From an optimization exercise on the open Yosys and OpenROAD flow, aimed at small area and a short achievable clock period; shortcuts taken in it are not production practice.
Only simulation tests tie the RTL to the original design; equivalence was not proved.

==> flow/design.v, too long to show whole: its modules and the start of the top module <==
// module ntt_add: 93 lines
// module ntt_sub: 101 lines
// module ntt_dbl: 57 lines
// module ntt_tmul1: 413 lines
// module ntt_red21: 119 lines
// module ntt_tmul4: 221 lines
// module ntt_red1: 61 lines
// module ntt_gmul0: 413 lines
// module ntt_gmul1: 177 lines
// module ntt_gmul2: 177 lines
// module ntt_table: 16 lines
// module FNTT_FINTT_8point: 150 lines
module FNTT_FINTT_8point(
  input        clock,
  input        reset,
  input  [7:0] io_inData_0,
  input  [7:0] io_inData_1,
  input  [7:0] io_inData_2,
  input  [7:0] io_inData_3,
  input  [7:0] io_inData_4,
  input  [7:0] io_inData_5,
  input  [7:0] io_inData_6,
  input  [7:0] io_inData_7,
  input  [7:0] io_omega_0,
  input  [7:0] io_omega_1,
  input  [7:0] io_omega_2,
  input  [7:0] io_omega_3,
  input  [7:0] io_mod,
  input  [7:0] io_invN,
  input        io_mode,
  output [7:0] io_outData_0,
  output [7:0] io_outData_1,
  output [7:0] io_outData_2,
  output [7:0] io_outData_3,
  output [7:0] io_outData_4,
  output [7:0] io_outData_5,
  output [7:0] io_outData_6,
  output [7:0] io_outData_7
);
  // ...
==> flow/run.sh <==
#!/bin/bash
# synth_recipe.tcl (not shown) runs the flow's synth.tcl, then flattens the netlist and writes it again
# the make line also repeats each setting of config.mk as NAME=value (left out here)
make -C /OpenROAD-flow-scripts/flow DESIGN_CONFIG=/design/flow/config.mk WORK_HOME=/design/flow/orfs CLKGATE_MAP_FILE= SYNTH_SCRIPT=/design/flow/synth_recipe.tcl finish
==> flow/config.mk <==
export PLATFORM = sky130hd
export DESIGN_NAME = FNTT_FINTT_8point
export DESIGN_NICKNAME = FNTT_FINTT_8point
export VERILOG_FILES = /design/flow/design.v
export SDC_FILE = /design/flow/constraint.sdc
export NUM_CORES = 4
export LEC_CHECK = 0
export CAP_MARGIN = 20
export CORE_MARGIN = 2
export CORE_UTILIZATION = 65
export CTS_CLUSTER_SIZE = 30
export PLACE_DENSITY = 0.75
export SLEW_MARGIN = 20
==> flow/constraint.sdc <==
create_clock -name core_clock -period 36.0 [get_ports {clock}]
set_input_delay 7.2000 -clock core_clock [delete_from_list [all_inputs] [get_ports {clock}]]
set_output_delay 7.2000 -clock core_clock [all_outputs]
set_load 0.01 [all_outputs]
==> out/metrics.cfg, run 1 <==
[detailed_routing]
avgRoutedWirePerCell_um=24.3
viasPerCell=5.79
route.met3.wl_um=19300
dr.max_layer_used=met5

[synthesis]
synth.most_common_cell=fa_1
ys.flop_type=dfxtp_1
syn_nets=8910
synth-simple-area-share_pct=8.51
yosysTopAreaCell=fa_1

[floorplan]
core_area_mm2=0.117
die_w_um=347

[cells_and_area]
multi_input_area_mm2=0.0494
multi_input_cells=4564
seq_cells=1060

[setup_path]
crit_path_start=io_mode
critPathMaxFanout=35

[global_routing]
grtUsageMet1_pct=46.2
busiest_layer=met2
first_global_vias=54822

[timing]
worst_pin_slew_ns=1.14
setup_viol=0

[run_status]
status=no timing/DRC/antenna violations

[placement]
place_ws_ns=19.42

[cts]
cts_buffers=110

==> module ntt_table, before the edit <==
module ntt_table(input clock, input [7:0] u, input [7:0] mn_in, input [7:0] mn,
                 output [63:0] w);
  reg [7:0] t0, t1, t2, t3, t4, t5, t6, t7;
  wire [7:0] d1, d2, d3, d4, d5, d6, d7;
  ntt_dbl g1(.x(u),  .mn(mn_in), .r(d1));
  ntt_dbl g2(.x(d1), .mn(mn_in), .r(d2));
  ntt_dbl g3(.x(t2), .mn(mn), .r(d3));
  ntt_dbl g4(.x(d3), .mn(mn), .r(d4));
  ntt_dbl g5(.x(t4), .mn(mn), .r(d5));
  ntt_dbl g6(.x(d5), .mn(mn), .r(d6));
  ntt_dbl g7(.x(t6), .mn(mn), .r(d7));
  always @(posedge clock) begin
    t0 <= u; t1 <= d1; t2 <= d2; t3 <= d3; t4 <= d4; t5 <= d5; t6 <= d6; t7 <= d7;
  end
  assign w = {t7, t6, t5, t4, t3, t2, t1, t0};
endmodule
==> run 2, diff against run 1 <==
--- a/flow/design.v
+++ b/flow/design.v
@@ -520,116 +520,116 @@
   assign n62 = f[6] & w[55];
   assign n63 = f[7] & w[63];
-  assign n64 = n0 ^ n1 ^ n2;
-  assign n65 = (n0 & n1) | (n0 & n2) | (n1 & n2);
-  assign n66 = n3 ^ n4 ^ n5;
-  assign n67 = (n3 & n4) | (n3 & n5) | (n4 & n5);
-  assign n68 = n8 ^ n9 ^ n10;
-  assign n69 = (n8 & n9) | (n8 & n10) | (n9 & n10);
-  assign n70 = n11 ^ n12 ^ n13;
-  assign n71 = (n11 & n12) | (n11 & n13) | (n12 & n13);
-  assign n72 = n16 ^ n17 ^ n18;
-  assign n73 = (n16 & n17) | (n16 & n18) | (n17 & n18);
-  assign n74 = n19 ^ n20 ^ n21;
-  assign n75 = (n19 & n20) | (n19 & n21) | (n20 & n21);
-  assign n76 = n24 ^ n25 ^ n26;
-  assign n77 = (n24 & n25) | (n24 & n26) | (n25 & n26);
-  assign n78 = n27 ^ n28 ^ n29;
-  assign n79 = (n27 & n28) | (n27 & n29) | (n28 & n29);
-  assign n80 = n32 ^ n33 ^ n34;
-  assign n81 = (n32 & n33) | (n32 & n34) | (n33 & n34);
-  assign n82 = n35 ^ n36 ^ n37;
-  assign n83 = (n35 & n36) | (n35 & n37) | (n36 & n37);
-  assign n84 = n40 ^ n41 ^ n42;
-  assign n85 = (n40 & n41) | (n40 & n42) | (n41 & n42);
-  assign n86 = n43 ^ n44 ^ n45;
-  assign n87 = (n43 & n44) | (n43 & n45) | (n44 & n45);
-  assign n88 = n48 ^ n49 ^ n50;
-  assign n89 = (n48 & n49) | (n48 & n50) | (n49 & n50);
-  assign n90 = n51 ^ n52 ^ n53;
-  assign n91 = (n51 & n52) | (n51 & n53) | (n52 & n53);
-  assign n92 = n56 ^ n57 ^ n58;
-  assign n93 = (n56 & n57) | (n56 & n58) | (n57 & n58);
-  assign n94 = n59 ^ n60 ^ n61;
-  assign n95 = (n59 & n60) | (n59 & n61) | (n60 & n61);
-  assign n96 = n64 ^ n66 ^ n6;
-  assign n97 = (n64 & n66) | (n64 & n6) | (n66 & n6);
-  assign n98 = n65 ^ n67 ^ n68;
-  assign n99 = (n65 & n67) | (n65 & n68) | (n67 & n68);
-  assign n100 = n70 ^ n14 ^ n15;
-  assign n101 = (n70 & n14) | (n70 & n15) | (n14 & n15);
-  assign n102 = n69 ^ n71 ^ n72;
-  assign n103 = (n69 & n71) | (n69 & n72) | (n71 & n72);
-  assign n104 = n74 ^ n22 ^ n23;
-  assign n105 = (n74 & n22) | (n74 & n23) | (n22 & n23);
-  assign n106 = n73 ^ n75 ^ n76;
-  assign n107 = (n73 & n75) | (n73 & n76) | (n75 & n76);
-  assign n108 = n78 ^ n30 ^ n31;
-  assign n109 = (n78 & n30) | (n78 & n31) | (n30 & n31);
-  assign n110 = n77 ^ n79 ^ n80;
-  assign n111 = (n77 & n79) | (n77 & n80) | (n79 & n80);
-  assign n112 = n82 ^ n38 ^ n39;
-  assign n113 = (n82 & n38) | (n82 & n39) | (n38 & n39);
-  assign n114 = n81 ^ n83 ^ n84;
-  assign n115 = (n81 & n83) | (n81 & n84) | (n83 & n84);
-  assign n116 = n86 ^ n46 ^ n47;
-  assign n117 = (n86 & n46) | (n86 & n47) | (n46 & n47);
-  assign n118 = n85 ^ n87 ^ n88;
-  assign n119 = (n85 & n87) | (n85 & n88) | (n87 & n88);
-  assign n120 = n90 ^ n54 ^ n55;
-  assign n121 = (n90 & n54) | (n90 & n55) | (n54 & n55);
-  assign n122 = n89 ^ n91 ^ n92;
-  assign n123 = (n89 & n91) | (n89 & n92) | (n91 & n92);
-  assign n124 = n94 ^ n62 ^ n63;
-  assign n125 = (n94 & n62) | (n94 & n63) | (n62 & n63);
-  assign n126 = n97 ^ n98 ^ n100;
-  assign n127 = (n97 & n98) | (n97 & n100) | (n98 & n100);
-  assign n128 = n99 ^ n101 ^ n102;
-  assign n129 = (n99 & n101) | (n99 & n102) | (n101 & n102);
-  assign n130 = n103 ^ n105 ^ n106;
-  assign n131 = (n103 & n105) | (n103 & n106) | (n105 & n106);
-  assign n132 = n107 ^ n109 ^ n110;
-  assign n133 = (n107 & n109) | (n107 & n110) | (n109 & n110);
-  assign n134 = n111 ^ n113 ^ n114;
-  assign n135 = (n111 & n113) | (n111 & n114) | (n113 & n114);
-  assign n136 = n115 ^ n117 ^ n118;
-  assign n137 = (n115 & n117) | (n115 & n118) | (n117 & n118);
-  assign n138 = n119 ^ n121 ^ n122;
-  assign n139 = (n119 & n121) | (n119 & n122) | (n121 & n122);
-  assign n140 = n123 ^ n125 ^ n93;
-  assign n141 = (n123 & n125) | (n123 & n93) | (n125 & n93);
-  assign n142 = n127 ^ n128 ^ n104;
-  assign n143 = (n127 & n128) | (n127 & n104) | (n128 & n104);
-  assign n144 = n129 ^ n130 ^ n108;
-  assign n145 = (n129 & n130) | (n129 & n108) | (n130 & n108);
-  assign n146 = n131 ^ n132 ^ n112;
-  assign n147 = (n131 & n132) | (n131 & n112) | (n132 & n112);
-  assign n148 = n133 ^ n134 ^ n116;
-  assign n149 = (n133 & n134) | (n133 & n116) | (n134 & n116);
-  assign n150 = n135 ^ n136 ^ n120;
-  assign n151 = (n135 & n136) | (n135 & n120) | (n136 & n120);
-  assign n152 = n137 ^ n138 ^ n124;
-  assign n153 = (n137 & n138) | (n137 & n124) | (n138 & n124);
-  assign n154 = n139 ^ n140 ^ n95;
-  assign n155 = (n139 & n140) | (n139 & n95) | (n140 & n95);
-  assign n156 = n96 ^ n7;
-  assign n157 = n96 & n7;
-  assign n158 = n126 ^ n157;
-  assign n159 = n126 & n157;
-  assign n160 = n142 ^ n159;
-  assign n161 = n142 & n159;
-  assign n162 = n143 ^ n144 ^ n161;
-  assign n163 = (n143 & n144) | (n143 & n161) | (n144 & n161);
-  assign n164 = n145 ^ n146 ^ n163;
-  assign n165 = (n145 & n146) | (n145 & n163) | (n146 & n163);
-  assign n166 = n147 ^ n148 ^ n165;
-  assign n167 = (n147 & n148) | (n147 & n165) | (n148 & n165);
-  assign n168 = n149 ^ n150 ^ n167;
-  assign n169 = (n149 & n150) | (n149 & n167) | (n150 & n167);
-  assign n170 = n151 ^ n152 ^ n169;
-  assign n171 = (n151 & n152) | (n151 & n169) | (n152 & n169);
-  assign n172 = n153 ^ n154 ^ n171;
-  assign n173 = (n153 & n154) | (n153 & n171) | (n154 & n171);
-  assign n174 = n155 ^ n141 ^ n173;
-  assign n175 = (n155 & n141) | (n155 & n173) | (n141 & n173);
+  assign n64 = n0 ^ n2 ^ n4;
+  assign n65 = (n0 & n2) | (n0 & n4) | (n2 & n4);
+  assign n66 = n6 ^ n64 ^ n1;
+  assign n67 = (n6 & n64) | (n6 & n1) | (n64 & n1);
+  assign n68 = n3 ^ n5 ^ n7;
+  assign n69 = (n3 & n5) | (n3 & n7) | (n5 & n7);
+  assign n70 = n8 ^ n10 ^ n12;
+  assign n71 = (n8 & n10) | (n8 & n12) | (n10 & n12);
+  assign n72 = n14 ^ n65 ^ n70;
+  assign n73 = (n14 & n65) | (n14 & n70) | (n65 & n70);
+  assign n74 = n72 ^ n9 ^ n11;
+  assign n75 = (n72 & n9) | (n72 & n11) | (n9 & n11);
+  assign n76 = n13 ^ n15 ^ n67;
+  assign n77 = (n13 & n15) | (n13 & n67) | (n15 & n67);
+  assign n78 = n69 ^ n74 ^ n76;
+  assign n79 = (n69 & n74) | (n69 & n76) | (n74 & n76);
+  assign n80 = n16 ^ n18 ^ n20;
+  assign n81 = (n16 & n18) | (n16 & n20) | (n18 & n20);
+  assign n82 = n22 ^ n71 ^ n80;
+  assign n83 = (n22 & n71) | (n22 & n80) | (n71 & n80);
+  assign n84 = n73 ^ n82 ^ n17;
+  assign n85 = (n73 & n82) | (n73 & n17) | (n82 & n17);
+  assign n86 = n19 ^ n21 ^ n23;
+  assign n87 = (n19 & n21) | (n19 & n23) | (n21 & n23);
+  assign n88 = n75 ^ n84 ^ n86;
+  assign n89 = (n75 & n84) | (n75 & n86) | (n84 & n86);
+  assign n90 = n77 ^ n88 ^ n79;
+  assign n91 = (n77 & n88) | (n77 & n79) | (n88 & n79);
+  assign n92 = n24 ^ n26 ^ n28;
+  assign n93 = (n24 & n26) | (n24 & n28) | (n26 & n28);
+  assign n94 = n30 ^ n81 ^ n92;
+  assign n95 = (n30 & n81) | (n30 & n92) | (n81 & n92);
+  assign n96 = n83 ^ n94 ^ n25;
+  assign n97 = (n83 & n94) | (n83 & n25) | (n94 & n25);
+  assign n98 = n27 ^ n29 ^ n31;
+  assign n99 = (n27 & n29) | (n27 & n31) | (n29 & n31);
+  assign n100 = n85 ^ n87 ^ n96;
+  assign n101 = (n85 & n87) | (n85 & n96) | (n87 & n96);
+  assign n102 = n98 ^ n89 ^ n100;
+  assign n103 = (n98 & n89) | (n98 & n100) | (n89 & n100);
+  assign n104 = n32 ^ n34 ^ n36;
+  assign n105 = (n32 & n34) | (n32 & n36) | (n34 & n36);
+  assign n106 = n38 ^ n93 ^ n104;
+  assign n107 = (n38 & n93) | (n38 & n104) | (n93 & n104);
+  assign n108 = n95 ^ n106 ^ n33;
+  assign n109 = (n95 & n106) | (n95 & n33) | (n106 & n33);
+  assign n110 = n35 ^ n37 ^ n39;
+  assign n111 = (n35 & n37) | (n35 & n39) | (n37 & n39);
+  assign n112 = n97 ^ n99 ^ n108;
+  assign n113 = (n97 & n99) | (n97 & n108) | (n99 & n108);
+  assign n114 = n110 ^ n101 ^ n112;
+  assign n115 = (n110 & n101) | (n110 & n112) | (n101 & n112);
+  assign n116 = n40 ^ n42 ^ n44;
+  assign n117 = (n40 & n42) | (n40 & n44) | (n42 & n44);
+  assign n118 = n46 ^ n105 ^ n116;
+  assign n119 = (n46 & n105) | (n46 & n116) | (n105 & n116);
+  assign n120 = n107 ^ n118 ^ n41;
+  assign n121 = (n107 & n118) | (n107 & n41) | (n118 & n41);
+  assign n122 = n43 ^ n45 ^ n47;
+  assign n123 = (n43 & n45) | (n43 & n47) | (n45 & n47);
+  assign n124 = n109 ^ n111 ^ n120;
+  assign n125 = (n109 & n111) | (n109 & n120) | (n111 & n120);
+  assign n126 = n122 ^ n113 ^ n124;
+  assign n127 = (n122 & n113) | (n122 & n124) | (n113 & n124);
+  assign n128 = n48 ^ n50 ^ n52;
+  assign n129 = (n48 & n50) | (n48 & n52) | (n50 & n52);
+  assign n130 = n54 ^ n117 ^ n128;
+  assign n131 = (n54 & n117) | (n54 & n128) | (n117 & n128);
+  assign n132 = n119 ^ n130 ^ n49;
+  assign n133 = (n119 & n130) | (n119 & n49) | (n130 & n49);
+  assign n134 = n51 ^ n53 ^ n55;
+  assign n135 = (n51 & n53) | (n51 & n55) | (n53 & n55);
+  assign n136 = n121 ^ n123 ^ n132;
+  assign n137 = (n121 & n123) | (n121 & n132) | (n123 & n132);
+  assign n138 = n134 ^ n125 ^ n136;
+  assign n139 = (n134 & n125) | (n134 & n136) | (n125 & n136);
+  assign n140 = n56 ^ n58 ^ n60;
+  assign n141 = (n56 & n58) | (n56 & n60) | (n58 & n60);
+  assign n142 = n62 ^ n129 ^ n140;
+  assign n143 = (n62 & n129) | (n62 & n140) | (n129 & n140);
+  assign n144 = n131 ^ n142 ^ n57;
+  assign n145 = (n131 & n142) | (n131 & n57) | (n142 & n57);
+  assign n146 = n59 ^ n61 ^ n63;
+  assign n147 = (n59 & n61) | (n59 & n63) | (n61 & n63);
+  assign n148 = n133 ^ n135 ^ n144;
+  assign n149 = (n133 & n135) | (n133 & n144) | (n135 & n144);
+  assign n150 = n146 ^ n137 ^ n148;
+  assign n151 = (n146 & n137) | (n146 & n148) | (n137 & n148);
+  assign n152 = n141 ^ n143 ^ n145;
+  assign n153 = (n141 & n143) | (n141 & n145) | (n143 & n145);
+  assign n154 = n147 ^ n149 ^ n152;
+  assign n155 = (n147 & n149) | (n147 & n152) | (n149 & n152);
+  assign n156 = n66 ^ n68;
+  assign n157 = n66 & n68;
+  assign n158 = n78 ^ n157;
+  assign n159 = n78 & n157;
+  assign n160 = n90 ^ n159;
+  assign n161 = n90 & n159;
+  assign n162 = n91 ^ n102 ^ n161;
+  assign n163 = (n91 & n102) | (n91 & n161) | (n102 & n161);
+  assign n164 = n103 ^ n114 ^ n163;
+  assign n165 = (n103 & n114) | (n103 & n163) | (n114 & n163);
+  assign n166 = n115 ^ n126 ^ n165;
+  assign n167 = (n115 & n126) | (n115 & n165) | (n126 & n165);
+  assign n168 = n127 ^ n138 ^ n167;
+  assign n169 = (n127 & n138) | (n127 & n167) | (n138 & n167);
+  assign n170 = n139 ^ n150 ^ n169;
+  assign n171 = (n139 & n150) | (n139 & n169) | (n150 & n169);
+  assign n172 = n151 ^ n154 ^ n171;
+  assign n173 = (n151 & n154) | (n151 & n171) | (n154 & n171);
+  assign n174 = n153 ^ n155 ^ n173;
+  assign n175 = (n153 & n155) | (n153 & n173) | (n155 & n173);
   assign n176 = n160 ^ mn[0];
   assign n177 = ~n176;
@@ -928,48 +928,48 @@
   assign n34 = n1 ^ n9 ^ n17;
   assign n35 = (n1 & n9) | (n1 & n17) | (n9 & n17);
-  assign n36 = n2 ^ n10 ^ n18;
-  assign n37 = (n2 & n10) | (n2 & n18) | (n10 & n18);
-  assign n38 = n3 ^ n11 ^ n19;
-  assign n39 = (n3 & n11) | (n3 & n19) | (n11 & n19);
-  assign n40 = n4 ^ n12 ^ n20;
-  assign n41 = (n4 & n12) | (n4 & n20) | (n12 & n20);
-  assign n42 = n5 ^ n13 ^ n21;
-  assign n43 = (n5 & n13) | (n5 & n21) | (n13 & n21);
-  assign n44 = n6 ^ n14 ^ n22;
-  assign n45 = (n6 & n14) | (n6 & n22) | (n14 & n22);
-  assign n46 = n7 ^ n15 ^ n23;
-  assign n47 = (n7 & n15) | (n7 & n23) | (n15 & n23);
-  assign n48 = n33 ^ n34 ^ n25;
-  assign n49 = (n33 & n34) | (n33 & n25) | (n34 & n25);
-  assign n50 = n35 ^ n36 ^ n26;
-  assign n51 = (n35 & n36) | (n35 & n26) | (n36 & n26);
-  assign n52 = n37 ^ n38 ^ n27;
-  assign n53 = (n37 & n38) | (n37 & n27) | (n38 & n27);
-  assign n54 = n39 ^ n40 ^ n28;
-  assign n55 = (n39 & n40) | (n39 & n28) | (n40 & n28);
-  assign n56 = n41 ^ n42 ^ n29;
-  assign n57 = (n41 & n42) | (n41 & n29) | (n42 & n29);
-  assign n58 = n43 ^ n44 ^ n30;
-  assign n59 = (n43 & n44) | (n43 & n30) | (n44 & n30);
-  assign n60 = n45 ^ n46 ^ n31;
-  assign n61 = (n45 & n46) | (n45 & n31) | (n46 & n31);
-  assign n62 = n32 ^ n24;
-  assign n63 = n32 & n24;
-  assign n64 = n48 ^ n63;
-  assign n65 = n48 & n63;
-  assign n66 = n49 ^ n50 ^ n65;
-  assign n67 = (n49 & n50) | (n49 & n65) | (n50 & n65);
-  assign n68 = n51 ^ n52 ^ n67;
-  assign n69 = (n51 & n52) | (n51 & n67) | (n52 & n67);
-  assign n70 = n53 ^ n54 ^ n69;
-  assign n71 = (n53 & n54) | (n53 & n69) | (n54 & n69);
-  assign n72 = n55 ^ n56 ^ n71;
-  assign n73 = (n55 & n56) | (n55 & n71) | (n56 & n71);
-  assign n74 = n57 ^ n58 ^ n73;
-  assign n75 = (n57 & n58) | (n57 & n73) | (n58 & n73);
-  assign n76 = n59 ^ n60 ^ n75;
-  assign n77 = (n59 & n60) | (n59 & n75) | (n60 & n75);
-  assign n78 = n61 ^ n47 ^ n77;
-  assign n79 = (n61 & n47) | (n61 & n77) | (n47 & n77);
+  assign n36 = n25 ^ n33 ^ n34;
+  assign n37 = (n25 & n33) | (n25 & n34) | (n33 & n34);
+  assign n38 = n2 ^ n10 ^ n18;
+  assign n39 = (n2 & n10) | (n2 & n18) | (n10 & n18);
+  assign n40 = n26 ^ n35 ^ n38;
+  assign n41 = (n26 & n35) | (n26 & n38) | (n35 & n38);
+  assign n42 = n3 ^ n11 ^ n19;
+  assign n43 = (n3 & n11) | (n3 & n19) | (n11 & n19);
+  assign n44 = n27 ^ n39 ^ n42;
+  assign n45 = (n27 & n39) | (n27 & n42) | (n39 & n42);
+  assign n46 = n4 ^ n12 ^ n20;
+  assign n47 = (n4 & n12) | (n4 & n20) | (n12 & n20);
+  assign n48 = n28 ^ n43 ^ n46;
+  assign n49 = (n28 & n43) | (n28 & n46) | (n43 & n46);
+  assign n50 = n5 ^ n13 ^ n21;
+  assign n51 = (n5 & n13) | (n5 & n21) | (n13 & n21);
+  assign n52 = n29 ^ n47 ^ n50;
+  assign n53 = (n29 & n47) | (n29 & n50) | (n47 & n50);
+  assign n54 = n6 ^ n14 ^ n22;
+  assign n55 = (n6 & n14) | (n6 & n22) | (n14 & n22);
+  assign n56 = n30 ^ n51 ^ n54;
+  assign n57 = (n30 & n51) | (n30 & n54) | (n51 & n54);
+  assign n58 = n7 ^ n15 ^ n23;
+  assign n59 = (n7 & n15) | (n7 & n23) | (n15 & n23);
+  assign n60 = n31 ^ n55 ^ n58;
+  assign n61 = (n31 & n55) | (n31 & n58) | (n55 & n58);
+  assign n62 = n24 ^ n32;
+  assign n63 = n24 & n32;
+  assign n64 = n36 ^ n63;
+  assign n65 = n36 & n63;
+  assign n66 = n37 ^ n40 ^ n65;
+  assign n67 = (n37 & n40) | (n37 & n65) | (n40 & n65);
+  assign n68 = n41 ^ n44 ^ n67;
+  assign n69 = (n41 & n44) | (n41 & n67) | (n44 & n67);
+  assign n70 = n45 ^ n48 ^ n69;
+  assign n71 = (n45 & n48) | (n45 & n69) | (n48 & n69);
+  assign n72 = n49 ^ n52 ^ n71;
+  assign n73 = (n49 & n52) | (n49 & n71) | (n52 & n71);
+  assign n74 = n53 ^ n56 ^ n73;
+  assign n75 = (n53 & n56) | (n53 & n73) | (n56 & n73);
+  assign n76 = n57 ^ n60 ^ n75;
+  assign n77 = (n57 & n60) | (n57 & n75) | (n60 & n75);
+  assign n78 = n59 ^ n61 ^ n77;
+  assign n79 = (n59 & n61) | (n59 & n77) | (n61 & n77);
   assign n80 = n64 ^ mn[0];
   assign n81 = ~n80;
@@ -1064,5 +1064,5 @@
   assign r = {n27, n26, n25, n24, n23, n22, n21, n20};
 endmodule
-module ntt_gmul0(input [7:0] a, input [7:0] b, input [7:0] mn, output [14:0] r);
+module ntt_gmul0(input [7:0] a, input [7:0] b, input [7:0] mn, output [12:0] r);
   wire n0;
   wire n1;
@@ -1270,4 +1270,62 @@
   wire n203;
   wire n204;
+  wire n205;
+  wire n206;
+  wire n207;
+  wire n208;
+  wire n209;
+  wire n210;
+  wire n211;
+  wire n212;
+  wire n213;
+  wire n214;
+  wire n215;
+  wire n216;
+  wire n217;
+  wire n218;
+  wire n219;
+  wire n220;
+  wire n221;
+  wire n222;
+  wire n223;
+  wire n224;
+  wire n225;
+  wire n226;
+  wire n227;
+  wire n228;
+  wire n229;
+  wire n230;
+  wire n231;
+  wire n232;
+  wire n233;
+  wire n234;
+  wire n235;
+  wire n236;
+  wire n237;
+  wire n238;
+  wire n239;
+  wire n240;
+  wire n241;
+  wire n242;
+  wire n243;
+  wire n244;
+  wire n245;
+  wire n246;
+  wire n247;
+  wire n248;
+  wire n249;
+  wire n250;
+  wire n251;
+  wire n252;
+  wire n253;
+  wire n254;
+  wire n255;
+  wire n256;
+  wire n257;
+  wire n258;
+  wire n259;
+  wire n260;
+  wire n261;
+  wire n262;
   assign n0 = a[0] & b[0];
   assign n1 = a[0] & b[1];
@@ -1338,112 +1396,112 @@
   assign n66 = n3 ^ n10 ^ n17;
   assign n67 = (n3 & n10) | (n3 & n17) | (n10 & n17);
-  assign n68 = n4 ^ n11 ^ n18;
-  assign n69 = (n4 & n11) | (n4 & n18) | (n11 & n18);
-  assign n70 = n5 ^ n12 ^ n19;
-  assign n71 = (n5 & n12) | (n5 & n19) | (n12 & n19);
-  assign n72 = n26 ^ n33 ^ n40;
-  assign n73 = (n26 & n33) | (n26 & n40) | (n33 & n40);
-  assign n74 = n6 ^ n13 ^ n20;
-  assign n75 = (n6 & n13) | (n6 & n20) | (n13 & n20);
-  assign n76 = n27 ^ n34 ^ n41;
-  assign n77 = (n27 & n34) | (n27 & n41) | (n34 & n41);
-  assign n78 = n7 ^ n14 ^ n21;
-  assign n79 = (n7 & n14) | (n7 & n21) | (n14 & n21);
-  assign n80 = n28 ^ n35 ^ n42;
-  assign n81 = (n28 & n35) | (n28 & n42) | (n35 & n42);
-  assign n82 = n15 ^ n22 ^ n29;
-  assign n83 = (n15 & n22) | (n15 & n29) | (n22 & n29);
-  assign n84 = n36 ^ n43 ^ n50;
-  assign n85 = (n36 & n43) | (n36 & n50) | (n43 & n50);
-  assign n86 = n23 ^ n30 ^ n37;
-  assign n87 = (n23 & n30) | (n23 & n37) | (n30 & n37);
-  assign n88 = n44 ^ n51 ^ n58;
-  assign n89 = (n44 & n51) | (n44 & n58) | (n51 & n58);
-  assign n90 = n31 ^ n38 ^ n45;
-  assign n91 = (n31 & n38) | (n31 & n45) | (n38 & n45);
-  assign n92 = n39 ^ n46 ^ n53;
-  assign n93 = (n39 & n46) | (n39 & n53) | (n46 & n53);
-  assign n94 = n47 ^ n54 ^ n61;
-  assign n95 = (n47 & n54) | (n47 & n61) | (n54 & n61);
-  assign n96 = n65 ^ n66 ^ n24;
-  assign n97 = (n65 & n66) | (n65 & n24) | (n66 & n24);
-  assign n98 = n67 ^ n68 ^ n25;
-  assign n99 = (n67 & n68) | (n67 & n25) | (n68 & n25);
-  assign n100 = n69 ^ n70 ^ n72;
-  assign n101 = (n69 & n70) | (n69 & n72) | (n70 & n72);
-  assign n102 = n71 ^ n73 ^ n74;
-  assign n103 = (n71 & n73) | (n71 & n74) | (n73 & n74);
-  assign n104 = n75 ^ n77 ^ n78;
-  assign n105 = (n75 & n77) | (n75 & n78) | (n77 & n78);
-  assign n106 = n80 ^ n49 ^ n56;
-  assign n107 = (n80 & n49) | (n80 & n56) | (n49 & n56);
-  assign n108 = n79 ^ n81 ^ n82;
-  assign n109 = (n79 & n81) | (n79 & n82) | (n81 & n82);
-  assign n110 = n83 ^ n85 ^ n86;
-  assign n111 = (n83 & n85) | (n83 & n86) | (n85 & n86);
-  assign n112 = n87 ^ n89 ^ n90;
-  assign n113 = (n87 & n89) | (n87 & n90) | (n89 & n90);
-  assign n114 = n91 ^ n92 ^ n60;
-  assign n115 = (n91 & n92) | (n91 & n60) | (n92 & n60);
-  assign n116 = n95 ^ n55 ^ n62;
-  assign n117 = (n95 & n55) | (n95 & n62) | (n55 & n62);
-  assign n118 = n97 ^ n98 ^ n32;
-  assign n119 = (n97 & n98) | (n97 & n32) | (n98 & n32);
-  assign n120 = n101 ^ n102 ^ n76;
-  assign n121 = (n101 & n102) | (n101 & n76) | (n102 & n76);
-  assign n122 = n103 ^ n104 ^ n106;
-  assign n123 = (n103 & n104) | (n103 & n106) | (n104 & n106);
-  assign n124 = n105 ^ n107 ^ n108;
-  assign n125 = (n105 & n107) | (n105 & n108) | (n107 & n108);
-  assign n126 = n109 ^ n110 ^ n88;
-  assign n127 = (n109 & n110) | (n109 & n88) | (n110 & n88);
-  assign n128 = n111 ^ n112 ^ n52;
-  assign n129 = (n111 & n112) | (n111 & n52) | (n112 & n52);
-  assign n130 = n115 ^ n93 ^ n94;
-  assign n131 = (n115 & n93) | (n115 & n94) | (n93 & n94);
-  assign n132 = n119 ^ n99 ^ n100;
-  assign n133 = (n119 & n99) | (n119 & n100) | (n99 & n100);
-  assign n134 = n123 ^ n124 ^ n84;
-  assign n135 = (n123 & n124) | (n123 & n84) | (n124 & n84);
-  assign n136 = n127 ^ n128 ^ n59;
-  assign n137 = (n127 & n128) | (n127 & n59) | (n128 & n59);
-  assign n138 = n129 ^ n113 ^ n114;
-  assign n139 = (n129 & n113) | (n129 & n114) | (n113 & n114);
-  assign n140 = n133 ^ n120 ^ n48;
-  assign n141 = (n133 & n120) | (n133 & n48) | (n120 & n48);
-  assign n142 = n135 ^ n125 ^ n126;
-  assign n143 = (n135 & n125) | (n135 & n126) | (n125 & n126);
-  assign n144 = n141 ^ n121 ^ n122;
-  assign n145 = (n141 & n121) | (n141 & n122) | (n121 & n122);
-  assign n146 = n145 ^ n134 ^ n57;
-  assign n147 = (n145 & n134) | (n145 & n57) | (n134 & n57);
+  assign n68 = n24 ^ n65 ^ n66;
+  assign n69 = (n24 & n65) | (n24 & n66) | (n65 & n66);
+  assign n70 = n4 ^ n11 ^ n18;
+  assign n71 = (n4 & n11) | (n4 & n18) | (n11 & n18);
+  assign n72 = n25 ^ n32 ^ n67;
+  assign n73 = (n25 & n32) | (n25 & n67) | (n32 & n67);
+  assign n74 = n70 ^ n69 ^ n72;
+  assign n75 = (n70 & n69) | (n70 & n72) | (n69 & n72);
+  assign n76 = n5 ^ n12 ^ n19;
+  assign n77 = (n5 & n12) | (n5 & n19) | (n12 & n19);
+  assign n78 = n26 ^ n33 ^ n40;
+  assign n79 = (n26 & n33) | (n26 & n40) | (n33 & n40);
+  assign n80 = n71 ^ n76 ^ n78;
+  assign n81 = (n71 & n76) | (n71 & n78) | (n76 & n78);
+  assign n82 = n73 ^ n80 ^ n75;
+  assign n83 = (n73 & n80) | (n73 & n75) | (n80 & n75);
+  assign n84 = n6 ^ n13 ^ n20;
+  assign n85 = (n6 & n13) | (n6 & n20) | (n13 & n20);
+  assign n86 = n27 ^ n34 ^ n41;
+  assign n87 = (n27 & n34) | (n27 & n41) | (n34 & n41);
+  assign n88 = n48 ^ n77 ^ n79;
+  assign n89 = (n48 & n77) | (n48 & n79) | (n77 & n79);
+  assign n90 = n84 ^ n86 ^ n81;
+  assign n91 = (n84 & n86) | (n84 & n81) | (n86 & n81);
+  assign n92 = n88 ^ n90 ^ n83;
+  assign n93 = (n88 & n90) | (n88 & n83) | (n90 & n83);
+  assign n94 = n7 ^ n14 ^ n21;
+  assign n95 = (n7 & n14) | (n7 & n21) | (n14 & n21);
+  assign n96 = n28 ^ n35 ^ n42;
+  assign n97 = (n28 & n35) | (n28 & n42) | (n35 & n42);
+  assign n98 = n49 ^ n56 ^ n85;
+  assign n99 = (n49 & n56) | (n49 & n85) | (n56 & n85);
+  assign n100 = n87 ^ n94 ^ n96;
+  assign n101 = (n87 & n94) | (n87 & n96) | (n94 & n96);
+  assign n102 = n89 ^ n98 ^ n100;
+  assign n103 = (n89 & n98) | (n89 & n100) | (n98 & n100);
+  assign n104 = n91 ^ n102 ^ n93;
+  assign n105 = (n91 & n102) | (n91 & n93) | (n102 & n93);
+  assign n106 = n15 ^ n22 ^ n29;
+  assign n107 = (n15 & n22) | (n15 & n29) | (n22 & n29);
+  assign n108 = n36 ^ n43 ^ n50;
+  assign n109 = (n36 & n43) | (n36 & n50) | (n43 & n50);
+  assign n110 = n57 ^ n95 ^ n97;
+  assign n111 = (n57 & n95) | (n57 & n97) | (n95 & n97);
+  assign n112 = n106 ^ n108 ^ n99;
+  assign n113 = (n106 & n108) | (n106 & n99) | (n108 & n99);
+  assign n114 = n101 ^ n110 ^ n103;
+  assign n115 = (n101 & n110) | (n101 & n103) | (n110 & n103);
+  assign n116 = n112 ^ n114 ^ n105;
+  assign n117 = (n112 & n114) | (n112 & n105) | (n114 & n105);
+  assign n118 = n23 ^ n30 ^ n37;
+  assign n119 = (n23 & n30) | (n23 & n37) | (n30 & n37);
+  assign n120 = n44 ^ n51 ^ n58;
+  assign n121 = (n44 & n51) | (n44 & n58) | (n51 & n58);
+  assign n122 = n107 ^ n109 ^ n118;
+  assign n123 = (n107 & n109) | (n107 & n118) | (n109 & n118);
+  assign n124 = n120 ^ n111 ^ n122;
+  assign n125 = (n120 & n111) | (n120 & n122) | (n111 & n122);
+  assign n126 = n113 ^ n124 ^ n115;
+  assign n127 = (n113 & n124) | (n113 & n115) | (n124 & n115);
+  assign n128 = n31 ^ n38 ^ n45;
+  assign n129 = (n31 & n38) | (n31 & n45) | (n38 & n45);
+  assign n130 = n52 ^ n59 ^ n119;
+  assign n131 = (n52 & n59) | (n52 & n119) | (n59 & n119);
+  assign n132 = n121 ^ n128 ^ n123;
+  assign n133 = (n121 & n128) | (n121 & n123) | (n128 & n123);
+  assign n134 = n130 ^ n125 ^ n132;
+  assign n135 = (n130 & n125) | (n130 & n132) | (n125 & n132);
+  assign n136 = n39 ^ n46 ^ n53;
+  assign n137 = (n39 & n46) | (n39 & n53) | (n46 & n53);
+  assign n138 = n60 ^ n129 ^ n136;
+  assign n139 = (n60 & n129) | (n60 & n136) | (n129 & n136);
+  assign n140 = n131 ^ n138 ^ n133;
+  assign n141 = (n131 & n138) | (n131 & n133) | (n138 & n133);
+  assign n142 = n47 ^ n54 ^ n61;
+  assign n143 = (n47 & n54) | (n47 & n61) | (n54 & n61);
+  assign n144 = n137 ^ n142 ^ n139;
+  assign n145 = (n137 & n142) | (n137 & n139) | (n142 & n139);
+  assign n146 = n55 ^ n62 ^ n143;
+  assign n147 = (n55 & n62) | (n55 & n143) | (n62 & n143);
   assign n148 = n1 ^ n8;
   assign n149 = n1 & n8;
   assign n150 = n64 ^ n149;
   assign n151 = n64 & n149;
-  assign n152 = n96 ^ n151;
-  assign n153 = n96 & n151;
-  assign n154 = n118 ^ n153;
-  assign n155 = n118 & n153;
-  assign n156 = n132 ^ n155;
-  assign n157 = n132 & n155;
-  assign n158 = n140 ^ n157;
-  assign n159 = n140 & n157;
-  assign n160 = n144 ^ n159;
-  assign n161 = n144 & n159;
-  assign n162 = n146 ^ n161;
-  assign n163 = n146 & n161;
-  assign n164 = n147 ^ n142 ^ n163;
-  assign n165 = (n147 & n142) | (n147 & n163) | (n142 & n163);
-  assign n166 = n143 ^ n136 ^ n165;
-  assign n167 = (n143 & n136) | (n143 & n165) | (n136 & n165);
-  assign n168 = n137 ^ n138 ^ n167;
-  assign n169 = (n137 & n138) | (n137 & n167) | (n138 & n167);
-  assign n170 = n139 ^ n130 ^ n169;
-  assign n171 = (n139 & n130) | (n139 & n169) | (n130 & n169);
-  assign n172 = n131 ^ n116 ^ n171;
-  assign n173 = (n131 & n116) | (n131 & n171) | (n116 & n171);
-  assign n174 = n117 ^ n63 ^ n173;
-  assign n175 = (n117 & n63) | (n117 & n173) | (n63 & n173);
+  assign n152 = n68 ^ n151;
+  assign n153 = n68 & n151;
+  assign n154 = n74 ^ n153;
+  assign n155 = n74 & n153;
+  assign n156 = n82 ^ n155;
+  assign n157 = n82 & n155;
+  assign n158 = n92 ^ n157;
+  assign n159 = n92 & n157;
+  assign n160 = n104 ^ n159;
+  assign n161 = n104 & n159;
+  assign n162 = n116 ^ n161;
+  assign n163 = n116 & n161;
+  assign n164 = n117 ^ n126 ^ n163;
+  assign n165 = (n117 & n126) | (n117 & n163) | (n126 & n163);
+  assign n166 = n127 ^ n134 ^ n165;
+  assign n167 = (n127 & n134) | (n127 & n165) | (n134 & n165);
+  assign n168 = n135 ^ n140 ^ n167;
+  assign n169 = (n135 & n140) | (n135 & n167) | (n140 & n167);
+  assign n170 = n141 ^ n144 ^ n169;
+  assign n171 = (n141 & n144) | (n141 & n169) | (n144 & n169);
+  assign n172 = n145 ^ n146 ^ n171;
+  assign n173 = (n145 & n146) | (n145 & n171) | (n146 & n171);
+  assign n174 = n63 ^ n147 ^ n173;
+  assign n175 = (n63 & n147) | (n63 & n173) | (n147 & n173);
   assign n176 = n160 ^ mn[0];
   assign n177 = ~n176;
@@ -1475,7 +1533,65 @@
   assign n203 = n195 ? n191 : n174;
   assign n204 = n195 ? n194 : n175;
-  assign r = {n203, n202, n201, n200, n199, n198, n197, n196, n158, n156, n154, n152, n150, n148, n0};
+  assign n205 = n158 ^ mn[0];
+  assign n206 = ~n205;
+  assign n207 = n158 | mn[0];
+  assign n208 = n196 ^ mn[1] ^ n207;
+  assign n209 = (n196 & mn[1]) | (n196 & n207) | (mn[1] & n207);
+  assign n210 = n197 ^ mn[2] ^ n209;
+  assign n211 = (n197 & mn[2]) | (n197 & n209) | (mn[2] & n209);
+  assign n212 = n198 ^ mn[3] ^ n211;
+  assign n213 = (n198 & mn[3]) | (n198 & n211) | (mn[3] & n211);
+  assign n214 = n199 ^ mn[4] ^ n213;
+  assign n215 = (n199 & mn[4]) | (n199 & n213) | (mn[4] & n213);
+  assign n216 = n200 ^ mn[5] ^ n215;
+  assign n217 = (n200 & mn[5]) | (n200 & n215) | (mn[5] & n215);
+  assign n218 = n201 ^ mn[6] ^ n217;
+  assign n219 = (n201 & mn[6]) | (n201 & n217) | (mn[6] & n217);
+  assign n220 = n202 ^ mn[7] ^ n219;
+  assign n221 = (n202 & mn[7]) | (n202 & n219) | (mn[7] & n219);
+  assign n222 = n203 ^ n221;
+  assign n223 = ~n222;
+  assign n224 = n203 | n221;
+  assign n225 = n224 ? n206 : n158;
+  assign n226 = n224 ? n208 : n196;
+  assign n227 = n224 ? n210 : n197;
+  assign n228 = n224 ? n212 : n198;
+  assign n229 = n224 ? n214 : n199;
+  assign n230 = n224 ? n216 : n200;
+  assign n231 = n224 ? n218 : n201;
+  assign n232 = n224 ? n220 : n202;
+  assign n233 = n224 ? n223 : n203;
+  assign n234 = n156 ^ mn[0];
+  assign n235 = ~n234;
+  assign n236 = n156 | mn[0];
+  assign n237 = n225 ^ mn[1] ^ n236;
+  assign n238 = (n225 & mn[1]) | (n225 & n236) | (mn[1] & n236);
+  assign n239 = n226 ^ mn[2] ^ n238;
+  assign n240 = (n226 & mn[2]) | (n226 & n238) | (mn[2] & n238);
+  assign n241 = n227 ^ mn[3] ^ n240;
+  assign n242 = (n227 & mn[3]) | (n227 & n240) | (mn[3] & n240);
+  assign n243 = n228 ^ mn[4] ^ n242;
+  assign n244 = (n228 & mn[4]) | (n228 & n242) | (mn[4] & n242);
+  assign n245 = n229 ^ mn[5] ^ n244;
+  assign n246 = (n229 & mn[5]) | (n229 & n244) | (mn[5] & n244);
+  assign n247 = n230 ^ mn[6] ^ n246;
+  assign n248 = (n230 & mn[6]) | (n230 & n246) | (mn[6] & n246);
+  assign n249 = n231 ^ mn[7] ^ n248;
+  assign n250 = (n231 & mn[7]) | (n231 & n248) | (mn[7] & n248);
+  assign n251 = n232 ^ n250;
+  assign n252 = ~n251;
+  assign n253 = n232 | n250;
+  assign n254 = n253 ? n235 : n156;
+  assign n255 = n253 ? n237 : n225;
+  assign n256 = n253 ? n239 : n226;
+  assign n257 = n253 ? n241 : n227;
+  assign n258 = n253 ? n243 : n228;
+  assign n259 = n253 ? n245 : n229;
+  assign n260 = n253 ? n247 : n230;
+  assign n261 = n253 ? n249 : n231;
+  assign n262 = n253 ? n252 : n232;
+  assign r = {n261, n260, n259, n258, n257, n256, n255, n254, n154, n152, n150, n148, n0};
 endmodule
-module ntt_gmul1(input [14:0] v, input [7:0] mn, output [11:0] r);
+module ntt_gmul1(input [12:0] v, input [7:0] mn, output [9:0] r);
   wire n0;
   wire n1;
@@ -1565,36 +1681,36 @@
   wire n85;
   wire n86;
-  assign n0 = v[6] ^ mn[0];
+  assign n0 = v[4] ^ mn[0];
   assign n1 = ~n0;
-  assign n2 = v[6] | mn[0];
-  assign n3 = v[7] ^ mn[1] ^ n2;
-  assign n4 = (v[7] & mn[1]) | (v[7] & n2) | (mn[1] & n2);
-  assign n5 = v[8] ^ mn[2] ^ n4;
-  assign n6 = (v[8] & mn[2]) | (v[8] & n4) | (mn[2] & n4);
-  assign n7 = v[9] ^ mn[3] ^ n6;
-  assign n8 = (v[9] & mn[3]) | (v[9] & n6) | (mn[3] & n6);
-  assign n9 = v[10] ^ mn[4] ^ n8;
-  assign n10 = (v[10] & mn[4]) | (v[10] & n8) | (mn[4] & n8);
-  assign n11 = v[11] ^ mn[5] ^ n10;
-  assign n12 = (v[11] & mn[5]) | (v[11] & n10) | (mn[5] & n10);
-  assign n13 = v[12] ^ mn[6] ^ n12;
-  assign n14 = (v[12] & mn[6]) | (v[12] & n12) | (mn[6] & n12);
-  assign n15 = v[13] ^ mn[7] ^ n14;
-  assign n16 = (v[13] & mn[7]) | (v[13] & n14) | (mn[7] & n14);
-  assign n17 = v[14] ^ n16;
+  assign n2 = v[4] | mn[0];
+  assign n3 = v[5] ^ mn[1] ^ n2;
+  assign n4 = (v[5] & mn[1]) | (v[5] & n2) | (mn[1] & n2);
+  assign n5 = v[6] ^ mn[2] ^ n4;
+  assign n6 = (v[6] & mn[2]) | (v[6] & n4) | (mn[2] & n4);
+  assign n7 = v[7] ^ mn[3] ^ n6;
+  assign n8 = (v[7] & mn[3]) | (v[7] & n6) | (mn[3] & n6);
+  assign n9 = v[8] ^ mn[4] ^ n8;
+  assign n10 = (v[8] & mn[4]) | (v[8] & n8) | (mn[4] & n8);
+  assign n11 = v[9] ^ mn[5] ^ n10;
+  assign n12 = (v[9] & mn[5]) | (v[9] & n10) | (mn[5] & n10);
+  assign n13 = v[10] ^ mn[6] ^ n12;
+  assign n14 = (v[10] & mn[6]) | (v[10] & n12) | (mn[6] & n12);
+  assign n15 = v[11] ^ mn[7] ^ n14;
+  assign n16 = (v[11] & mn[7]) | (v[11] & n14) | (mn[7] & n14);
+  assign n17 = v[12] ^ n16;
   assign n18 = ~n17;
-  assign n19 = v[14] | n16;
-  assign n20 = n19 ? n1 : v[6];
-  assign n21 = n19 ? n3 : v[7];
-  assign n22 = n19 ? n5 : v[8];
-  assign n23 = n19 ? n7 : v[9];
-  assign n24 = n19 ? n9 : v[10];
-  assign n25 = n19 ? n11 : v[11];
-  assign n26 = n19 ? n13 : v[12];
-  assign n27 = n19 ? n15 : v[13];
-  assign n28 = n19 ? n18 : v[14];
-  assign n29 = v[5] ^ mn[0];
+  assign n19 = v[12] | n16;
+  assign n20 = n19 ? n1 : v[4];
+  assign n21 = n19 ? n3 : v[5];
+  assign n22 = n19 ? n5 : v[6];
+  assign n23 = n19 ? n7 : v[7];
+  assign n24 = n19 ? n9 : v[8];
+  assign n25 = n19 ? n11 : v[9];
+  assign n26 = n19 ? n13 : v[10];
+  assign n27 = n19 ? n15 : v[11];
+  assign n28 = n19 ? n18 : v[12];
+  assign n29 = v[3] ^ mn[0];
   assign n30 = ~n29;
-  assign n31 = v[5] | mn[0];
+  assign n31 = v[3] | mn[0];
   assign n32 = n20 ^ mn[1] ^ n31;
   assign n33 = (n20 & mn[1]) | (n20 & n31) | (mn[1] & n31);
@@ -1614,5 +1730,5 @@
   assign n47 = ~n46;
   assign n48 = n27 | n45;
-  assign n49 = n48 ? n30 : v[5];
+  assign n49 = n48 ? n30 : v[3];
   assign n50 = n48 ? n32 : n20;
   assign n51 = n48 ? n34 : n21;
@@ -1623,7 +1739,7 @@
   assign n56 = n48 ? n44 : n26;
   assign n57 = n48 ? n47 : n27;
-  assign n58 = v[4] ^ mn[0];
+  assign n58 = v[2] ^ mn[0];
   assign n59 = ~n58;
-  assign n60 = v[4] | mn[0];
+  assign n60 = v[2] | mn[0];
   assign n61 = n49 ^ mn[1] ^ n60;
   assign n62 = (n49 & mn[1]) | (n49 & n60) | (mn[1] & n60);
@@ -1643,5 +1759,5 @@
   assign n76 = ~n75;
   assign n77 = n56 | n74;
-  assign n78 = n77 ? n59 : v[4];
+  assign n78 = n77 ? n59 : v[2];
   assign n79 = n77 ? n61 : n49;
   assign n80 = n77 ? n63 : n50;
@@ -1652,7 +1768,7 @@
   assign n85 = n77 ? n73 : n55;
   assign n86 = n77 ? n76 : n56;
-  assign r = {n85, n84, n83, n82, n81, n80, n79, n78, v[3], v[2], v[1], v[0]};
+  assign r = {n85, n84, n83, n82, n81, n80, n79, n78, v[1], v[0]};
 endmodule
-module ntt_gmul2(input [11:0] v, input [7:0] mn, output [8:0] r);
+module ntt_gmul2(input [9:0] v, input [7:0] mn, output [7:0] r);
   wire n0;
   wire n1;
@@ -1713,65 +1829,36 @@
   wire n56;
   wire n57;
-  wire n58;
-  wire n59;
-  wire n60;
-  wire n61;
-  wire n62;
-  wire n63;
-  wire n64;
-  wire n65;
-  wire n66;
-  wire n67;
-  wire n68;
-  wire n69;
-  wire n70;
-  wire n71;
-  wire n72;
-  wire n73;
-  wire n74;
-  wire n75;
-  wire n76;
-  wire n77;
-  wire n78;
-  wire n79;
-  wire n80;
-  wire n81;
-  wire n82;
-  wire n83;
-  wire n84;
-  wire n85;
-  wire n86;
-  assign n0 = v[3] ^ mn[0];
+  assign n0 = v[1] ^ mn[0];
   assign n1 = ~n0;
-  assign n2 = v[3] | mn[0];
-  assign n3 = v[4] ^ mn[1] ^ n2;
-  assign n4 = (v[4] & mn[1]) | (v[4] & n2) | (mn[1] & n2);
-  assign n5 = v[5] ^ mn[2] ^ n4;
-  assign n6 = (v[5] & mn[2]) | (v[5] & n4) | (mn[2] & n4);
-  assign n7 = v[6] ^ mn[3] ^ n6;
-  assign n8 = (v[6] & mn[3]) | (v[6] & n6) | (mn[3] & n6);
-  assign n9 = v[7] ^ mn[4] ^ n8;
-  assign n10 = (v[7] & mn[4]) | (v[7] & n8) | (mn[4] & n8);
-  assign n11 = v[8] ^ mn[5] ^ n10;
-  assign n12 = (v[8] & mn[5]) | (v[8] & n10) | (mn[5] & n10);
-  assign n13 = v[9] ^ mn[6] ^ n12;
-  assign n14 = (v[9] & mn[6]) | (v[9] & n12) | (mn[6] & n12);
-  assign n15 = v[10] ^ mn[7] ^ n14;
-  assign n16 = (v[10] & mn[7]) | (v[10] & n14) | (mn[7] & n14);
-  assign n17 = v[11] ^ n16;
+  assign n2 = v[1] | mn[0];
+  assign n3 = v[2] ^ mn[1] ^ n2;
+  assign n4 = (v[2] & mn[1]) | (v[2] & n2) | (mn[1] & n2);
+  assign n5 = v[3] ^ mn[2] ^ n4;
+  assign n6 = (v[3] & mn[2]) | (v[3] & n4) | (mn[2] & n4);
+  assign n7 = v[4] ^ mn[3] ^ n6;
+  assign n8 = (v[4] & mn[3]) | (v[4] & n6) | (mn[3] & n6);
+  assign n9 = v[5] ^ mn[4] ^ n8;
+  assign n10 = (v[5] & mn[4]) | (v[5] & n8) | (mn[4] & n8);
+  assign n11 = v[6] ^ mn[5] ^ n10;
+  assign n12 = (v[6] & mn[5]) | (v[6] & n10) | (mn[5] & n10);
+  assign n13 = v[7] ^ mn[6] ^ n12;
+  assign n14 = (v[7] & mn[6]) | (v[7] & n12) | (mn[6] & n12);
+  assign n15 = v[8] ^ mn[7] ^ n14;
+  assign n16 = (v[8] & mn[7]) | (v[8] & n14) | (mn[7] & n14);
+  assign n17 = v[9] ^ n16;
   assign n18 = ~n17;
-  assign n19 = v[11] | n16;
-  assign n20 = n19 ? n1 : v[3];
-  assign n21 = n19 ? n3 : v[4];
-  assign n22 = n19 ? n5 : v[5];
-  assign n23 = n19 ? n7 : v[6];
-  assign n24 = n19 ? n9 : v[7];
-  assign n25 = n19 ? n11 : v[8];
-  assign n26 = n19 ? n13 : v[9];
-  assign n27 = n19 ? n15 : v[10];
-  assign n28 = n19 ? n18 : v[11];
-  assign n29 = v[2] ^ mn[0];
+  assign n19 = v[9] | n16;
+  assign n20 = n19 ? n1 : v[1];
+  assign n21 = n19 ? n3 : v[2];
+  assign n22 = n19 ? n5 : v[3];
+  assign n23 = n19 ? n7 : v[4];
+  assign n24 = n19 ? n9 : v[5];
+  assign n25 = n19 ? n11 : v[6];
+  assign n26 = n19 ? n13 : v[7];
+  assign n27 = n19 ? n15 : v[8];
+  assign n28 = n19 ? n18 : v[9];
+  assign n29 = v[0] ^ mn[0];
   assign n30 = ~n29;
-  assign n31 = v[2] | mn[0];
+  assign n31 = v[0] | mn[0];
   assign n32 = n20 ^ mn[1] ^ n31;
   assign n33 = (n20 & mn[1]) | (n20 & n31) | (mn[1] & n31);
@@ -1791,5 +1878,5 @@
   assign n47 = ~n46;
   assign n48 = n27 | n45;
-  assign n49 = n48 ? n30 : v[2];
+  assign n49 = n48 ? n30 : v[0];
   assign n50 = n48 ? n32 : n20;
   assign n51 = n48 ? n34 : n21;
@@ -1800,41 +1887,11 @@
   assign n56 = n48 ? n44 : n26;
   assign n57 = n48 ? n47 : n27;
-  assign n58 = v[1] ^ mn[0];
-  assign n59 = ~n58;
-  assign n60 = v[1] | mn[0];
-  assign n61 = n49 ^ mn[1] ^ n60;
-  assign n62 = (n49 & mn[1]) | (n49 & n60) | (mn[1] & n60);
-  assign n63 = n50 ^ mn[2] ^ n62;
-  assign n64 = (n50 & mn[2]) | (n50 & n62) | (mn[2] & n62);
-  assign n65 = n51 ^ mn[3] ^ n64;
-  assign n66 = (n51 & mn[3]) | (n51 & n64) | (mn[3] & n64);
-  assign n67 = n52 ^ mn[4] ^ n66;
-  assign n68 = (n52 & mn[4]) | (n52 & n66) | (mn[4] & n66);
-  assign n69 = n53 ^ mn[5] ^ n68;
-  assign n70 = (n53 & mn[5]) | (n53 & n68) | (mn[5] & n68);
-  assign n71 = n54 ^ mn[6] ^ n70;
-  assign n72 = (n54 & mn[6]) | (n54 & n70) | (mn[6] & n70);
-  assign n73 = n55 ^ mn[7] ^ n72;
-  assign n74 = (n55 & mn[7]) | (n55 & n72) | (mn[7] & n72);
-  assign n75 = n56 ^ n74;
-  assign n76 = ~n75;
-  assign n77 = n56 | n74;
-  assign n78 = n77 ? n59 : v[1];
-  assign n79 = n77 ? n61 : n49;
-  assign n80 = n77 ? n63 : n50;
-  assign n81 = n77 ? n65 : n51;
-  assign n82 = n77 ? n67 : n52;
-  assign n83 = n77 ? n69 : n53;
-  assign n84 = n77 ? n71 : n54;
-  assign n85 = n77 ? n73 : n55;
-  assign n86 = n77 ? n76 : n56;
-  assign r = {n85, n84, n83, n82, n81, n80, n79, n78, v[0]};
+  assign r = {n56, n55, n54, n53, n52, n51, n50, n49};
 endmodule
-module ntt_table(input clock, input [7:0] u, input [7:0] mn_in, input [7:0] mn,
-                 output [63:0] w);
-  reg [7:0] t0, t1, t2, t3, t4, t5, t6, t7;
+module ntt_table(input clock, input [7:0] u, input [7:0] mn, output [63:0] w);
+  reg [7:0] t0, t2, t4, t6;
   wire [7:0] d1, d2, d3, d4, d5, d6, d7;
-  ntt_dbl g1(.x(u),  .mn(mn_in), .r(d1));
-  ntt_dbl g2(.x(d1), .mn(mn_in), .r(d2));
+  ntt_dbl g1(.x(t0), .mn(mn), .r(d1));
+  ntt_dbl g2(.x(d1), .mn(mn), .r(d2));
   ntt_dbl g3(.x(t2), .mn(mn), .r(d3));
   ntt_dbl g4(.x(d3), .mn(mn), .r(d4));
@@ -1843,7 +1900,7 @@
   ntt_dbl g7(.x(t6), .mn(mn), .r(d7));
   always @(posedge clock) begin
-    t0 <= u; t1 <= d1; t2 <= d2; t3 <= d3; t4 <= d4; t5 <= d5; t6 <= d6; t7 <= d7;
+    t0 <= u; t2 <= d2; t4 <= d4; t6 <= d6;
   end
-  assign w = {t7, t6, t5, t4, t3, t2, t1, t0};
+  assign w = {d7, t6, d5, t4, d3, t2, d1, t0};
 endmodule
 module FNTT_FINTT_8point(
@@ -1879,7 +1936,7 @@
   wire [7:0] mn_in = ~io_mod;
   wire [63:0] wo0, wo2, ws;
-  ntt_table tb0(.clock(clock), .u(io_omega_0), .mn_in(mn_in), .mn(mn), .w(wo0));
-  ntt_table tb2(.clock(clock), .u(io_omega_2), .mn_in(mn_in), .mn(mn), .w(wo2));
-  ntt_table tbs(.clock(clock), .u(io_invN),    .mn_in(mn_in), .mn(mn), .w(ws));
+  ntt_table tb0(.clock(clock), .u(io_omega_0), .mn(mn), .w(wo0));
+  ntt_table tb2(.clock(clock), .u(io_omega_2), .mn(mn), .w(wo2));
+  ntt_table tbs(.clock(clock), .u(io_invN),    .mn(mn), .w(ws));
   reg [7:0] o1, o3;
   always @(posedge clock) begin o1 <= io_omega_1; o3 <= io_omega_3; end
@@ -1943,13 +2000,13 @@
   reg [9:0] fp0, fp2;
   always @(posedge clock) begin fp0 <= f0w; fp2 <= f2w; end
-  wire [7:0] g0, g1, g2, g3;
+  wire [7:0] g0, g2;
   ntt_red21 rf0(.v(fp0), .mn(mn), .r(g0));
   ntt_red21 rf2(.v(fp2), .mn(mn), .r(g2));
-  wire [14:0] h1a, h3a;
-  wire [11:0] h1b, h3b;
-  wire [8:0]  h1c, h3c;
-  reg  [14:0] k1a, k3a;
-  reg  [11:0] k1b, k3b;
-  reg  [8:0]  k1c, k3c;
+  wire [12:0] h1a, h3a;
+  wire [9:0]  h1b, h3b;
+  wire [7:0]  h1c, h3c;
+  reg  [12:0] k1a, k3a;
+  reg  [9:0]  k1b, k3b;
+  reg  [7:0]  g1, g3;
   ntt_gmul0 gm1(.a(ab[47:40]), .b(o1), .mn(mn), .r(h1a));
   ntt_gmul0 gm3(.a(ab[63:56]), .b(o3), .mn(mn), .r(h3a));
@@ -1959,8 +2016,6 @@
   ntt_gmul2 go3(.v(k3b), .mn(mn), .r(h3c));
   always @(posedge clock) begin
-    k1a <= h1a; k3a <= h3a; k1b <= h1b; k3b <= h3b; k1c <= h1c; k3c <= h3c;
+    k1a <= h1a; k3a <= h3a; k1b <= h1b; k3b <= h3b; g1 <= h1c; g3 <= h3c;
   end
-  ntt_red1 rf1(.v(k1c), .mn(mn), .r(g1));
-  ntt_red1 rf3(.v(k3c), .mn(mn), .r(g3));
   wire [7:0] y0, y1, y2, y3, y4, y5, y6, y7;
   ntt_add v0(.a(aa9[7:0]),   .b(g0), .mn(mn), .r(y0));
--- a/flow/config.mk
+++ b/flow/config.mk
@@ -8,6 +8,4 @@
 export CAP_MARGIN = 20
 export CORE_MARGIN = 2
-export CORE_UTILIZATION = 65
-export CTS_CLUSTER_SIZE = 30
-export PLACE_DENSITY = 0.75
+export CORE_UTILIZATION = 40
 export SLEW_MARGIN = 20
==> out/metrics.cfg, run 2 <==
[run_status]
status=no timing/DRC/antenna violations

[setup_path]
arrival_ns=8.97
path_cells=buf_2, buf_4, mux2_2, clkdlybuf4s50_1
crit_cells=4
timing.critical_path.buf_inv=3
path_delay_family=buffers and inverters
required_ns=28.80
end_kind=output port
reg2reg_slack_ns=20.59
startpoint_type=primary input
crit_type=primary input to output port
critPathMaxFanout=64  ; +83%
r2r-start=ab[58]$_DFF_P_
cp_slowest_stage_delay_ns=0.66
crit_path_start=io_mode
crit_path_end=io_outData_6[2]
crit_slowest_cell=buf_4
reg2regPathDepth=49
reg2reg_to=k3a[6]$_DFF_P_

[timing]
setup_tns_ns=0
maxSlewHeadroom_pct=28.9
post-route-period-util_pct=44.9
fin_skew_ns=0.0670
rsz0062_at_grt=no
worst_pin_slew_ns=1.06  ; -0.0783 ns
hold_viol=0
max_clock_freq_ghz=0.0618
setup_viol=0  ; unchanged
drv_slew=0
final.min_clock_period_ns=16.17

[cts]
holdBufCountCts=0
cts_setup_buffers=0
cts_resized=0
clk_pin_slew_worst_paths_ns=0.06
clock_latency_ns=0.76
cts.path.max_buffers=3
cts_num_sinks=954
cts_tree=yes
h-tree-depth=3
cts_buffers=105  ; -4.5%
root_buffer=clkbuf_16

[synthesis]
yosysTopAreaCell=fa_1
yosys-top-cells-area=fa_1 (40%), dfxtp_1 (26%), mux2_2 (7.2%)
ys.flop_type=dfxtp_1
synth_cell_type_count=59
yosys_warnings=2
synth_edf_count=0
synth-seq-cells=954
syn_area_mm2=0.0738
syn_nets=8346  ; -6.3%
synth_cells=6608
synth_seq_area_share_pct=25.9
synth.most_common_cell=fa_1
syn_avg_cell_area_um2=11.2
synth_common_cells=fa_1 (1463), inv_1 (1255), dfxtp_1 (954)
async_flop_share_pct=0
synth_top_area_share_pct=39.7

[global_routing]
grtUsageMet1_pct=28.1  ; -18 points
grt_max_degree=65
use_met2_pct=38.4
track_usage_pct=22.4
first_global_vias=50197  ; -8.4%
overflow=0
busiest_layer=met2
antenna_found_initial=3
use_met3_pct=3.81
grt_pass1_wl_um=311000

[placement]
place_hpwl_um=157000
placedCellCount=9079
globalplace.congestion=0.944
portBuffers=177

[cells_and_area]
final_core_util_pct=44.7
layout_commonest_cell=fa_1
area_delta_synth_final_pct=11.0
top_register=sr
stdcell_count=9279
layout_common_cells=fa_1 (1463), inv_1 (1249), dfxtp_1 (946)
drive_gt1_share_pct=11.3
final_nets=8460
largest_reg_flops=72

[detailed_routing]
totalWireLength_um=203000
num_vias=46159
drc_errors=0
first_iter_violations=3182
avgRoutedWirePerCell_um=21.9  ; -10%
first_pass_iters=6
viasPerCell=4.97  ; -14%
ant_nets=0

[job]
maxCapViolCount=0

[floorplan]
core_area_mm2=0.183  ; +57%
die-area_mm2=0.188
die_height_um=434
start_util_pct=40.3
num_rows=157
die_w_um=434  ; +25%
top_level_ports=179

[worst_hold_path]
hold_path.class=register to register

run 2: changes by cell type after synthesis, moves of 29 or more:
| cell | change |
|---|---|
| a21o_1 | -29 |
| a21oi_1 | -53 |
| a22o_1 | -188 |
| a22oi_1 | +162 |
| buf_1 | +40 |
| clkbuf_1 | -100 |
| dfxtp_1 | -106 |
| fa_1 | +44 |
| ha_1 | -50 |
| mux2_2 | +202 |
| nand2_1 | -310 |
| nor2b_1 | +49 |
| o21ai_0 | -171 |
run 2: worst reg2reg max path: cells and delay by family (launching register included):
family                     cells  cell delay, ns
adders and majority gates     29           11.17
buffers and inverters          9            0.72
DFF                            1            0.39
muxes                          1            0.17
and+or+nand+nor                5            1.48
AOI/OAI and AO/OA              5            1.30
run 2: cell type report:
cell class | instances | area (um2)
inverters | 1263 | 4770
fillers | 17013 | 101000
flip-flops and latches | 954 | 19100
repair buffers | 226 | 2160
diodes | 2 | 5.00
well taps | 2464 | 3080
multi-input cells | 4172 | 49100
clock inverters | 65 | 768
clock buffers | 133 | 2940
run 2: per-layer routing:
layer	wire length [um]	share of wire, %
met3	11600	5.7
met1	82100	40
met2	101000	49
met5	20	0.0098
met4	9040	4.4
run 2: worst min path at each step:
stage                     cells after the start           start         endpoint
after floorplan                               0   ab[0]$_DFF_P_   aa7[0]$_DFF_P_
after global placement                        0  ab[26]$_DFF_P_  aa7[26]$_DFF_P_
after detailed placement                      0   ab[0]$_DFF_P_   aa7[0]$_DFF_P_
after CTS                                     0  d1[37]$_DFF_P_   d2[37]$_DFF_P_
after global routing                          0  d1[25]$_DFF_P_   d2[25]$_DFF_P_
final                                         0  d1[37]$_DFF_P_   d2[37]$_DFF_P_
run 2: cells by family (layout without fill, tap and decap cells):
group	after synthesis	in the layout	synth area share, %
compound gates	616	616	5.28
mux	712	712	10.6
buf+inv	1482	1687	7.67
flops	954	954	25.9
simple gates	1193	1193	7.83
xor+xnor	28	28	0.332
fa+ha+maj	1623	1623	42.4
other cells	0	2	0
run 2: per-stage QoR:
| stage | cell area (um2) | hold WS (ns) | worst slack [ns] |
|---|---|---|---|
| finish | 81900 | 0.299 | 19.83 |
| global route | 81900 | 0.312 | 19.73 |
| CTS | 81900 | 0.294 | 19.78 |
| detailed placement | 78200 | 0.312 | 19.78 |
| global placement | 78200 | 0.309 | 19.80 |
| floorplan | 73800 | 0.310 | 20.56 |

==> re-timing with driven ports <==
In the flow no input, the clock included, has a driving cell. The finished layouts below were timed again as built, in two steps. Step 1 (the two cells are an assumption about what drives the block):
set clk [get_ports {clock}]
set_driving_cell -lib_cell sky130_fd_sc_hd__clkbuf_16 $clk
set_driving_cell -lib_cell sky130_fd_sc_hd__buf_2 [delete_from_list [all_inputs] $clk]
Step 2, shift: input delay + t, output delay - t, t = (earliest + latest rising clock arrival at the registers) / 2. This alone moves slack from input paths to output paths. Three values: no drivers, after step 1, after step 2; two values: the first two.
| run | shift t [ns] | slack for setup (ns) | clock arrival spread, ns | cell pins on the clock port's net |
|---|---|---|---|---|
| run 1 | 0.814 | 19.425 / 19.403 / 19.403 | 0.023 / 0.023 | 1 |
| run 2 | 0.813 | 19.830 / 19.804 / 19.804 | 0.075 / 0.074 | 1 |
After both steps setup and hold are still met in every run listed. For run 2, which loses most, drivers alone change the setup slack by -0.026 ns; drivers and shift together by -0.026 ns.
